Background: an optimization exercise with open tools, aiming at small area and a short achievable clock period. Do not read the settings as production practice. Function was checked by simulation only, so behaviour that the tests miss may differ from the original. Power figures rest on the tool's default switching activity, not on a simulated workload.

`design/flow/flow/run.sh`:
```
#!/bin/bash
# Standard ORFS layout (the standard.sh, standard synthesis unchanged) with a
# tighter timing-repair target, smaller port buffers and a denser floorplan.
# Each tool's full output stays in orfs/logs; make's own output goes to standard.log.
set -o pipefail
bash standard.sh \
  SETUP_SLACK_MARGIN=6.7 \
  "BUFFER_PORTS_ARGS=-buffer_cell sky130_fd_sc_hd__buf_2" \
  finish > standard.log 2>&1
```
`design/flow/standard.sh`:
```
#!/bin/bash
# synth_recipe.tcl (not shown) runs the flow's synth.tcl, then flattens the netlist and writes it again
# the make line also repeats each setting of config.mk as NAME=value (left out here)
make -C /OpenROAD-flow-scripts/flow DESIGN_CONFIG=/design/flow/config.mk WORK_HOME=/design/flow/orfs CLKGATE_MAP_FILE= SYNTH_SCRIPT=/design/flow/synth_recipe.tcl "${@:-finish}"
```
`design/flow/config.mk`:
```
export PLATFORM = sky130hd
export DESIGN_NAME = mainModule
export DESIGN_NICKNAME = mainModule
export VERILOG_FILES = /design/flow/design.v
export SDC_FILE = /design/flow/constraint.sdc
export NUM_CORES = 4
export LEC_CHECK = 0
export ABC_AREA = 1
export CAP_MARGIN = 20
export CORE_MARGIN = 2
export CORE_UTILIZATION = 60
export PLACE_DENSITY = 0.7
export SLEW_MARGIN = 20
```
`design/flow/constraint.sdc`:
```
create_clock -name core_clock -period 10.0 [get_ports {clk}]
set_input_delay 2.0000 -clock core_clock [delete_from_list [all_inputs] [get_ports {clk}]]
set_output_delay 2.0000 -clock core_clock [all_outputs]
set_load 0.01 [all_outputs]
```
`design/flow/design.v`:
```
module mainModule(
		input clk, input reset,
		output [31:0] imem_addr, input [31:0] imem_data,
		output wb_alu_we, output [2:0] wb_alu_rd, output [31:0] wb_alu_data,
		output wb_mem_we, output [2:0] wb_mem_rd, output [7:0] wb_mem_data,
		output [3:0] flags
	);
	reg [31:0] pc;
	reg [31:0] ir;                                   
	reg iv;                                          
	reg [2:0] e_rm, e_rn, e_rd, e_mrn, e_mrd;
	reg [4:0] e_off;                                 
	reg e_aop, e_asrc;
	reg e_awe, e_fwe, e_ld, e_st, e_br;
	reg [7:0] rm_sr, rn_sr;                          
	reg [7:0] rm_sh, rn_sh;                          
	reg rm_old, rm_oldh, rm_p3, rm_wm, rm_wa, rm_imm;
	reg rm_ineg;                                     
	reg rn_old, rn_oldh, rn_p3, rn_wm, rn_wa;
	reg pstall;                                      
	reg m_awe, m_ld, m_st;
	reg [2:0] m_ard, m_mrd;
	reg [31:0] m_alu;
	reg [7:0] m_sd;
	reg [2:0] m_addr;
	reg m_fnew;                                      
	reg [3:0] m_fold;                                
	reg m_vraw, m_vsp, m_a31, m_craw, m_cmask;
	wire m_z = m_fnew ? (m_alu == 32'd0) : m_fold[3];
	wire m_n = m_fnew ? m_alu[31] : m_fold[2];
	wire m_c = m_fnew ? (m_craw & ~m_cmask) : m_fold[1];
	wire m_v = m_fnew ? (m_vsp ? m_a31 : m_vraw) : m_fold[0];
	reg w_awe, w_mwe;
	reg [2:0] w_ard, w_mrd;
	reg [31:0] w_alu;
	reg [7:0] w_mem;
	reg w_z, w_n, w_c, w_v;
	reg [3:0] fl;                                    
	reg [63:0]  rlo;                                 
	reg [191:0] rhi;                                 
	reg [7:0]  hz;
	wire [7:0] hz_sel;                               
	reg [31:0] r0old;
	reg [63:0] dm;                                   
	wire [15:0] ia = ir[15:0];
	wire [15:0] im = ir[31:16];
	wire a_wr0  = ia[4:0] == 5'b00011;
	wire a_cmp0 = ia[4:0] == 5'b01000;
	wire a_nop0 = ia[4:0] == 5'b00000;
	wire o_st0  = im[4:0] == 5'b01100;
	wire o_ld0  = im[4:0] == 5'b01101;
	wire o_br0  = im[4:0] == 5'b11010;
	wire o_jp0  = im[4:0] == 5'b11110;
	wire o_nop0 = im[4:0] == 5'b00000;
	wire a_wr = iv & a_wr0, a_cmp = iv & a_cmp0;
	wire o_st = iv & o_st0, o_ld = iv & o_ld0, o_br = iv & o_br0, o_jp = iv & o_jp0;
	wire undef = iv & (~(a_wr0 | a_cmp0 | a_nop0) | ~(o_st0 | o_ld0 | o_br0 | o_jp0 | o_nop0));
	wire v   = m_v;
	wire brt = e_br & m_n;
	wire hz_stall = m_ld & (m_mrd != 3'd0) &
		((e_rm == m_mrd) | (e_rn == m_mrd) | (e_mrn == m_mrd));
	wire stall = hz_stall & ~v;
	wire if_flush = (v | brt | o_jp | undef) & ~stall;
	wire id_flush = (v | brt) & ~stall;
	wire [31:0] btarget = {{23{e_off[4]}}, e_off, e_mrn, 1'b0};
	wire [31:0] jtarget = {{20{im[15]}}, im[15:5], 1'b0};
	wire [31:0] pc_next = v ? 32'h00FF00FF : brt ? btarget : o_jp ? jtarget :
		undef ? 32'h00FF00FF : pc + 32'd4;
	always @(posedge clk) begin
		if (reset) pc <= 32'd0;
		else if (~stall) pc <= pc_next;
		if (~stall) ir <= imem_data;
		if (reset | if_flush) iv <= 1'b0;
		else if (~stall) iv <= 1'b1;
		if (~stall) begin
			e_rm <= ia[15:13] & {3{iv}}; e_rn <= ia[12:10] & {3{iv}}; e_rd <= ia[9:7];
			e_mrn <= im[10:8] & {3{iv}}; e_mrd <= im[7:5]; e_off <= im[15:11];
			e_aop <= ia[5]; e_asrc <= ia[6];
		end
		if (reset | id_flush) {e_awe, e_fwe, e_ld, e_st, e_br} <= 5'd0;
		else if (~stall) {e_awe, e_fwe, e_ld, e_st, e_br} <= {a_wr, a_wr | a_cmp, o_ld, o_st, o_br};
		pstall <= stall;
	end
	wire [2:0] n_rm = stall ? e_rm : ia[15:13];
	wire [2:0] n_rn = stall ? e_rn : ia[12:10];
	wire n_asrc = stall ? e_asrc : ia[6];
	wire n_rm_p3 = ~stall & e_awe & (e_rd == n_rm) & (n_rm != 3'd0);
	wire n_rm_wm = m_ld & (m_mrd == n_rm) & (n_rm != 3'd0);
	wire n_rm_wa = m_awe & (m_ard == n_rm) & (n_rm != 3'd0);
	wire n_rn_p3 = ~stall & e_awe & (e_rd == n_rn) & (n_rn != 3'd0);
	wire n_rn_wm = m_ld & (m_mrd == n_rn) & (n_rn != 3'd0);
	wire n_rn_wa = m_awe & (m_ard == n_rn) & (n_rn != 3'd0);
	wire n_rm_rf = ~n_asrc & ~n_rm_p3 & ~n_rm_wm & ~n_rm_wa;
	wire n_rn_rf = ~n_rn_p3 & ~n_rn_wm & ~n_rn_wa;
	wire [7:0] n_rm_dec = 8'd1 << n_rm;
	wire [7:0] n_rn_dec = 8'd1 << n_rn;
	always @(posedge clk) begin
		rm_imm <= n_asrc;
		rm_ineg <= n_asrc & n_rm[2];
		rm_p3 <= ~n_asrc & n_rm_p3;
		rm_wm <= ~n_asrc & ~n_rm_p3 & n_rm_wm;
		rm_wa <= ~n_asrc & ~n_rm_p3 & ~n_rm_wm & n_rm_wa;
		rm_sr <= n_rm_dec & {8{n_rm_rf}} & {7'h7f, ~stall};
		rm_sh <= n_rm_dec & {8{n_rm_rf}} & {7'h7f, ~stall} & ~hz_sel;
		rm_old <= n_rm_dec[0] & n_rm_rf & stall;
		rm_oldh <= n_rm_dec[0] & n_rm_rf & stall & ~hz[0];
		rn_p3 <= n_rn_p3;
		rn_wm <= ~n_rn_p3 & n_rn_wm;
		rn_wa <= ~n_rn_p3 & ~n_rn_wm & n_rn_wa;
		rn_sr <= n_rn_dec & {8{n_rn_rf}} & {7'h7f, ~stall};
		rn_sh <= n_rn_dec & {8{n_rn_rf}} & {7'h7f, ~stall} & ~hz_sel;
		rn_old <= n_rn_dec[0] & n_rn_rf & stall;
		rn_oldh <= n_rn_dec[0] & n_rn_rf & stall & ~hz[0];
	end
	wire [7:0] r0lo_eff = pstall ? r0old[7:0] : rlo[0+:8];
	wire [23:0] r0hi_eff = pstall ? r0old[31:8] : (hz[0] ? 24'd0 : rhi[0+:24]);    
	wire [255:0] rf_eff;
	assign rf_eff[31:0] = {r0hi_eff, r0lo_eff};
	genvar ri;
	generate
		for (ri = 1; ri < 8; ri = ri + 1) begin : g_rd
			assign rf_eff[32*ri +: 32] = {hz[ri] ? 24'd0 : rhi[24*ri +: 24], rlo[8*ri +: 8]};
		end
	endgenerate
	reg [31:0] rm_or, rn_or;
	integer k;
	always @(*) begin
		rm_or[7:0]  = ({8{rm_old}} & r0old[7:0]) | ({8{rm_p3}} & m_alu[7:0]) |
			({8{rm_wm}} & w_mem) | ({8{rm_wa}} & w_alu[7:0]) | {{5{rm_ineg}}, {3{rm_imm}} & e_rm};
		rm_or[31:8] = ({24{rm_oldh}} & r0old[31:8]) | ({24{rm_p3}} & m_alu[31:8]) |
			({24{rm_wa}} & w_alu[31:8]) | {24{rm_ineg}};
		rn_or[7:0]  = ({8{rn_old}} & r0old[7:0]) | ({8{rn_p3}} & m_alu[7:0]) |
			({8{rn_wm}} & w_mem) | ({8{rn_wa}} & w_alu[7:0]);
		rn_or[31:8] = ({24{rn_oldh}} & r0old[31:8]) | ({24{rn_p3}} & m_alu[31:8]) |
			({24{rn_wa}} & w_alu[31:8]);
		for (k = 0; k < 8; k = k + 1) begin
			rm_or[7:0]  = rm_or[7:0]  | ({8{rm_sr[k]}}  & rlo[8*k +: 8]);
			rm_or[31:8] = rm_or[31:8] | ({24{rm_sh[k]}} & rhi[24*k +: 24]);
			rn_or[7:0]  = rn_or[7:0]  | ({8{rn_sr[k]}}  & rlo[8*k +: 8]);
			rn_or[31:8] = rn_or[31:8] | ({24{rn_sh[k]}} & rhi[24*k +: 24]);
		end
	end
	wire [31:0] rm_val = rm_or;
	wire [31:0] rn_val = rn_or;
	wire mrn_p3 = m_awe & (m_ard == e_mrn) & (e_mrn != 3'd0);
	wire mrn_wm = w_mwe & (w_mrd == e_mrn) & (e_mrn != 3'd0);
	wire mrn_wa = w_awe & (w_ard == e_mrn) & (e_mrn != 3'd0);
	wire [31:0] mrn_rf = rf_eff[32*e_mrn +: 32];
	wire [31:0] mrd_rf = rf_eff[32*e_mrd +: 32];
	wire [2:0] mrn_val = mrn_p3 ? m_alu[2:0] : mrn_wm ? w_mem[2:0] : mrn_wa ? w_alu[2:0] : mrn_rf[2:0];
	wire mrd_pf = pstall & w_awe & (w_ard == e_mrd) & (e_mrd != 3'd0);
	wire [7:0] mrd_val = mrd_pf ? w_alu[7:0] : mrd_rf[7:0];
	wire [31:0] A = rn_val;
	wire [31:0] B = rm_val;
	wire sub = e_aop;
	wire [31:0] Bx = B ^ {32{sub}};
	wire [31:0] pp = A ^ Bx;
	wire [31:0] gg = A & Bx;
	reg [191:0] pg, pq;                                         
	integer l, i, j;
	always @(*) begin
		pg[31:0] = {gg[31:1], gg[0] | (pp[0] & sub)};
		pq[31:0] = pp;
		for (l = 0; l < 5; l = l + 1) begin
			for (i = 0; i < 32; i = i + 1) begin
				if (i == 1) begin
					pg[32*(l+1)+i] = gg[1] | (pp[1] & gg[0]) | (pp[1] & pp[0] & sub);
					pq[32*(l+1)+i] = pq[32*l+i] & pq[32*l+0];
				end else if (i == (1 << l)) begin
					pg[32*(l+1)+i] = gg[i] | (pp[i] & gg[i-1]) | (pp[i] & pp[i-1] & pg[32*l+i-2]);
					pq[32*(l+1)+i] = pq[32*l+i] & pq[32*l+i-1];
				end else if ((i >> l) & 1) begin
					j = ((i >> l) << l) - 1;
					pg[32*(l+1)+i] = pg[32*l+i] | (pq[32*l+i] & pg[32*l+j]);
					pq[32*(l+1)+i] = pq[32*l+i] & pq[32*l+j];
				end else begin
					pg[32*(l+1)+i] = pg[32*l+i];
					pq[32*(l+1)+i] = pq[32*l+i];
				end
			end
		end
	end
	wire [31:0] cy = pg[160 +: 32];                                   
	wire [31:0] out = pp ^ {cy[30:0], sub};
	wire cout = cy[31];
	wire bx_lo_ones = &Bx[30:0];
	wire f_cmask = sub & bx_lo_ones & Bx[31];
	wire f_vsp = sub & bx_lo_ones & ~Bx[31];
	wire [2:0] addr = e_off[2:0] + mrn_val;
	always @(posedge clk) begin
		if (reset | v | stall) {m_awe, m_ld, m_st} <= 3'd0;
		else {m_awe, m_ld, m_st} <= {e_awe, e_ld, e_st};
		m_ard <= e_rd; m_mrd <= e_mrd;
		m_alu <= out; m_sd <= mrd_val; m_addr <= addr;
		m_fnew <= e_fwe & ~stall & ~reset & ~v;
		m_fold <= (reset | v) ? 4'd0 : {m_z, m_n, m_c, m_v};
		m_vraw <= cy[30] ^ cy[31]; m_vsp <= f_vsp; m_a31 <= A[31];
		m_craw <= cout; m_cmask <= f_cmask;
	end
	wire st_fwd = w_mwe & (w_mrd != 3'd0) & (w_mrd == m_mrd);
	wire [7:0] st_data = reset ? 8'd0 : st_fwd ? w_mem : m_sd;
	wire [7:0] mem_out = dm[m_addr*8 +: 8];
	genvar gi;
	generate
		for (gi = 0; gi < 8; gi = gi + 1) begin : g_dm
			always @(posedge clk)
				if (reset | (m_st & (m_addr == gi))) dm[gi*8 +: 8] <= st_data;
		end
	endgenerate
	always @(posedge clk) begin
		w_awe <= m_awe & ~reset;
		w_mwe <= m_ld & ~reset;
		w_ard <= m_ard; w_mrd <= m_mrd;
		w_alu <= m_alu; w_mem <= mem_out;
		{w_z, w_n, w_c, w_v} <= reset ? 4'd0 : {m_z, m_n, m_c, m_v};
		fl <= reset ? 4'd0 : {w_z, w_n, w_c, w_v};
	end
	wire [7:0] wd_m = reset ? 8'd0 : w_mem;
	wire [7:0] wd_a = reset ? 8'd0 : w_alu[7:0];
	generate
		for (gi = 0; gi < 8; gi = gi + 1) begin : g_rf
			wire mw = w_mwe & (w_mrd == gi);
			wire aw = w_awe & (w_ard == gi);
			assign hz_sel[gi] = mw | (hz[gi] & ~aw);
			always @(posedge clk) begin
				if (reset | mw | aw) rlo[gi*8 +: 8] <= mw ? wd_m : wd_a;
				if (aw) rhi[gi*24 +: 24] <= w_alu[31:8];
				hz[gi] <= reset | hz_sel[gi];
			end
		end
	endgenerate
	always @(posedge clk) begin
		r0old <= {rhi[0+:24], rlo[0+:8]};
	end
	assign imem_addr = pc;
	assign wb_alu_we = w_awe;
	assign wb_alu_rd = w_ard;
	assign wb_alu_data = w_alu;
	assign wb_mem_we = w_mwe;
	assign wb_mem_rd = w_mrd;
	assign wb_mem_data = w_mem;
	assign flags = fl;
endmodule
```
==> impl_results.md <==
- Post-route ant nets: 0
- Worst Path Buf+Inv: 1
- Unrepaired setup endpoints after global routing: true
- Initial antenna violation count: 0
- Syn nets: 3234
- Sum of net half-perimeters after detailed placement: 59710 um
- Register bit total from synthesis: approximately 610
- Number of I/O pins: around 120
- Clock period minus worst slack: 3.296 ns
- Start-to-end type of the worst setup path: reg2out
- Average wire length per cell after detail routing: ~24 um
- Via Count: approximately 25000
- Most common flop cell mapped by yosys: sky130_fd_sc_hd__edfxtp_1
- Top cell type's share of synthesized area: 39.22%
- Global-route congestion overflow total: 0
- PwrDens: roughly 190 nW/um^2
- RePlAce Congestion: roughly 0.99
- Critical Path Source Type: flop
- Combined global-route utilization of all metal layers: 36.55%
- Placement row count: 79
- Final total negative setup slack: 0 ns
- Largest net degree at the start of global routing: 49
- Number of remaining DRC errors: 0
- Chain of cells forming the critical path: buf_2
- Share of async-settable or async-resettable flops after synthesis: 0%
- Die W: about 220 um
- Crit path largest cell delay: between 0.4 and 0.5 ns
- Clock sink total: slightly above 600
- Clock latency reported for the late side of the worst-skew pair: between 0.6 and 0.7 ns
- Sequential cell area in the final layout: 16120 um^2
- Most frequently used cell type in the post-synthesis netlist: sky130_fd_sc_hd__nand2_1
- Total iterations of the first detailed-routing run: 6
- Post-Place Cell Area: 29720 um^2
- Nature of the critical path endpoint: output pin
- Ratio of cells with drive above 1 in the final layout: 15.32%
- Count of distinct cell types in the synthesized netlist: slightly below 60
- Hold buffers post-CTS: 0
- Required time at the worst-slack endpoint: around 8 ns
- Vias per std cell: roughly 6.3
- Count of yosys warnings during synthesis: 1
- Average footprint of a synthesized cell: 9.024 um^2
- CTS tree: built
- Core Footprint: 46750 um^2
- Crit Path Max Fanout: 11
- Deepest clock path buffer count: 3
- Initial Util: between 60% and 70%
- Die footprint: about 49000 um^2
- Final instance area: around 33000 um^2
- Cells taking the most area after synthesis: sky130_fd_sc_hd__edfxtp_1, sky130_fd_sc_hd__dfxtp_1, sky130_fd_sc_hd__nand2_1
- Cell at the root of the clock tree: sky130_fd_sc_hd__clkbuf_16
- Nets@finish: between 3000 and 4000
- Critical-path top delay cell: sky130_fd_sc_hd__dfxtp_2
- Area used by multi-input combinational logic: approximately 12000 um^2
- Ratio of final minimum period to clock period: around 33%
- Syn-to-layout area delta: 15.77%
- Run status: complete, no violations
- Post-synth top area cell: sky130_fd_sc_hd__edfxtp_1
- Max Clock Skew: 0.02122 ns
- CTS H-Tree Depth: 2
- Count of input and output buffers: around 120
- Lkg Pwr: 13.43 nW
- Detailed router's first-iteration violation count: between 3000 and 4000
- Max Slew Vio Count: 0
- Synthesized instance count: 3165
- Via count of the first global-routing pass: between 20000 and 25000
- Arrival time of data at the critical path endpoint: 1.30 ns
- Final hold viol count: 0
- Routed wire length: roughly 93000 um
- Transition time at the pin with the least slew margin: roughly 1.2 ns
- Top post-synthesis cells by count: sky130_fd_sc_hd__nand2_1, sky130_fd_sc_hd__edfxtp_1, sky130_fd_sc_hd__inv_1
- Global-route wire length before repair: ~140000 um
- Number of buffers added by the clock tree synthesis step: 61
- Clock transition at path regs: around 0.06 ns
- Height of the die: approximately 220 um
- Max-Slew Margin vs Limit: a little under a fifth
- Post-place setup slack: about 5.3 ns
- Final critical-path setup slack: between 6 and 7 ns
- Antenna cell count: 0
- Family of cells with the greatest summed delay on the critical path: flip-flops
- Total of endpoints with negative setup slack in the final report: 0
- Max-cap violations: 0
- Number of enable flip-flop cells after synthesis: between 300 and 400
- Classification of the worst-slack hold path: reg2reg
- Total standard cell area after synthesis: 28560 um^2
- Maximum clock frequency: ~300 MHz
- Fillers: ~3500
- Sequential-to-total area share from yosys stat: roughly 56%
- Worst supply voltage drop on vdd: roughly 0.22 mV
[sequential cells by signal, indices dropped and copies added, names as in the netlist, 4 cells and up]
| name | cells |
|---|---|
| rn_sh | 8 |
| ir | 32 |
| e_off | 5 |
| w_mem | 8 |
| hz | 8 |
| rm_sr | 8 |
| m_fold | 4 |
| rm_sh | 8 |
| fl | 4 |
| dm | 64 |
| r0old | 32 |
| w_alu | 32 |
| pc | 32 |
| rn_sr | 8 |
| rlo | 64 |
| m_alu | 32 |
| m_sd | 8 |
| rhi | 192 |
[layout by cell type (no fill, tap or decap), types with 49 or more instances in the layout]
master / Yosys / final
sky130_fd_sc_hd__nand3_1: 148 / 141
sky130_fd_sc_hd__dfxtp_2: 0 / 49
sky130_fd_sc_hd__nand4_1: 71 / 71
sky130_fd_sc_hd__nand2_1: 908 / 904
sky130_fd_sc_hd__o21ai_0: 207 / 195
sky130_fd_sc_hd__inv_1: 287 / 280
sky130_fd_sc_hd__clkbuf_16: 0 / 64
sky130_fd_sc_hd__nor2_1: 192 / 178
sky130_fd_sc_hd__dfxtp_1: 241 / 183
sky130_fd_sc_hd__a221oi_1: 115 / 100
sky130_fd_sc_hd__buf_4: 4 / 64
sky130_fd_sc_hd__edfxtp_1: 373 / 373
sky130_fd_sc_hd__buf_2: 9 / 117
sky130_fd_sc_hd__a21oi_1: 151 / 130
[stage by stage]
stage	power, mW	util, %	instances	hold slack [ns]
floorplan	3.553	-	3165	0.3319
global placement	3.866	63.53	3796	0.3626
detailed placement	3.889	63.57	3797	0.3661
CTS	6.256	69.05	3932	0.3679
global route	6.531	70.72	3961	0.3827
finish	6.332	70.72	3961	0.3677
[metal layers]
| layer | GRT usage [%] | share of wire [%] |
|---|---|---|
| met1 | 47.35 | 37 |
| met2 | 58.92 | 46 |
| met3 | 6.784 | 11 |
| met4 | 19.05 | 5.5 |
| met5 | 0 | 0 |
[what timing repair did]
| action | 4_1_cts | 5_1_grt |
|---|---|---|
| cloned | 3 | 1 |
| endpoints found under the setup margin | 410 | 125 |
| pin swaps | 7 | 22 |
| gates resized for setup | 101 | 115 |
| setup buffers | 16 | 27 |
[final timing paths]
kind | from | end | slack [ns] | cells after the start
worst min register to register | m_alu[18] | w_alu[18] | 0.37 | 0
worst max-delay path | w_alu[23] | wb_alu_data[23] | 6.70 | 1
worst min-delay path | m_alu[18] | w_alu[18] | 0.37 | 0
worst max register to register | rn_p3 | m_vraw | 6.71 | 18
[report_power, final]
group | switching [mW] | total (mW) | internal, mW
clock network | 0.994 | 2.39 | 1.39
logic | 0.472 | 0.739 | 0.266
registers | 0.277 | 3.21 | 2.93
total | 1.74 | 6.33 | 4.59
[logic make-up (layout without fill, tap and decap cells)]
kind of cell,after synthesis,in the layout,synth area share [%]
flip-flops,614,614,56.11
other,1,1,0.01313
AND/OR/NAND/NOR,1412,1415,21.06
buffers and inverters,428,614,5.805
AO/OA/AOI/OAI,618,618,13.70
XOR/XNOR,57,57,1.748
adder cells (fa/ha/maj),35,35,1.560
[layout make-up]
class | count | share of cell area [%]
Multi-Input combinational cell | 2126 | 34.95
Tap cell | 607 | 2.297
Sequential cell | 614 | 48.76
Timing Repair Buffer | 201 | 4.140
Clock buffer | 88 | 5.479
Inverter | 297 | 3.436
Clock inverter | 28 | 0.9385

==> what the ideal ports hide <==
How much do the figures lean on ideal ports? The routed layout below was timed once more, with nothing changed but the port constraints. Step 1 assumes that a clkbuf_16 drives the clock port and a buf_2 every other input. Step 2 moves the port delays by t, midway between the first and last clock arrival at a register: inputs arrive t later, outputs are due t later. That takes back most of the time a late clock gives input paths. Three values: ideal ports, drivers, drivers and shift; two values: the first two.
t (ns): 0.697
setup WS [ns]: 6.704 / 6.642 / 6.248
worst setup path after step 2: input to register
latest minus earliest clock arrival (ns): 0.024 / 0.024
worst data-port slew with drivers (ns): 0.06
After both steps this run still meets setup and hold. The setup slack of this run moves by -0.062 ns with the drivers and by -0.456 ns with both steps.
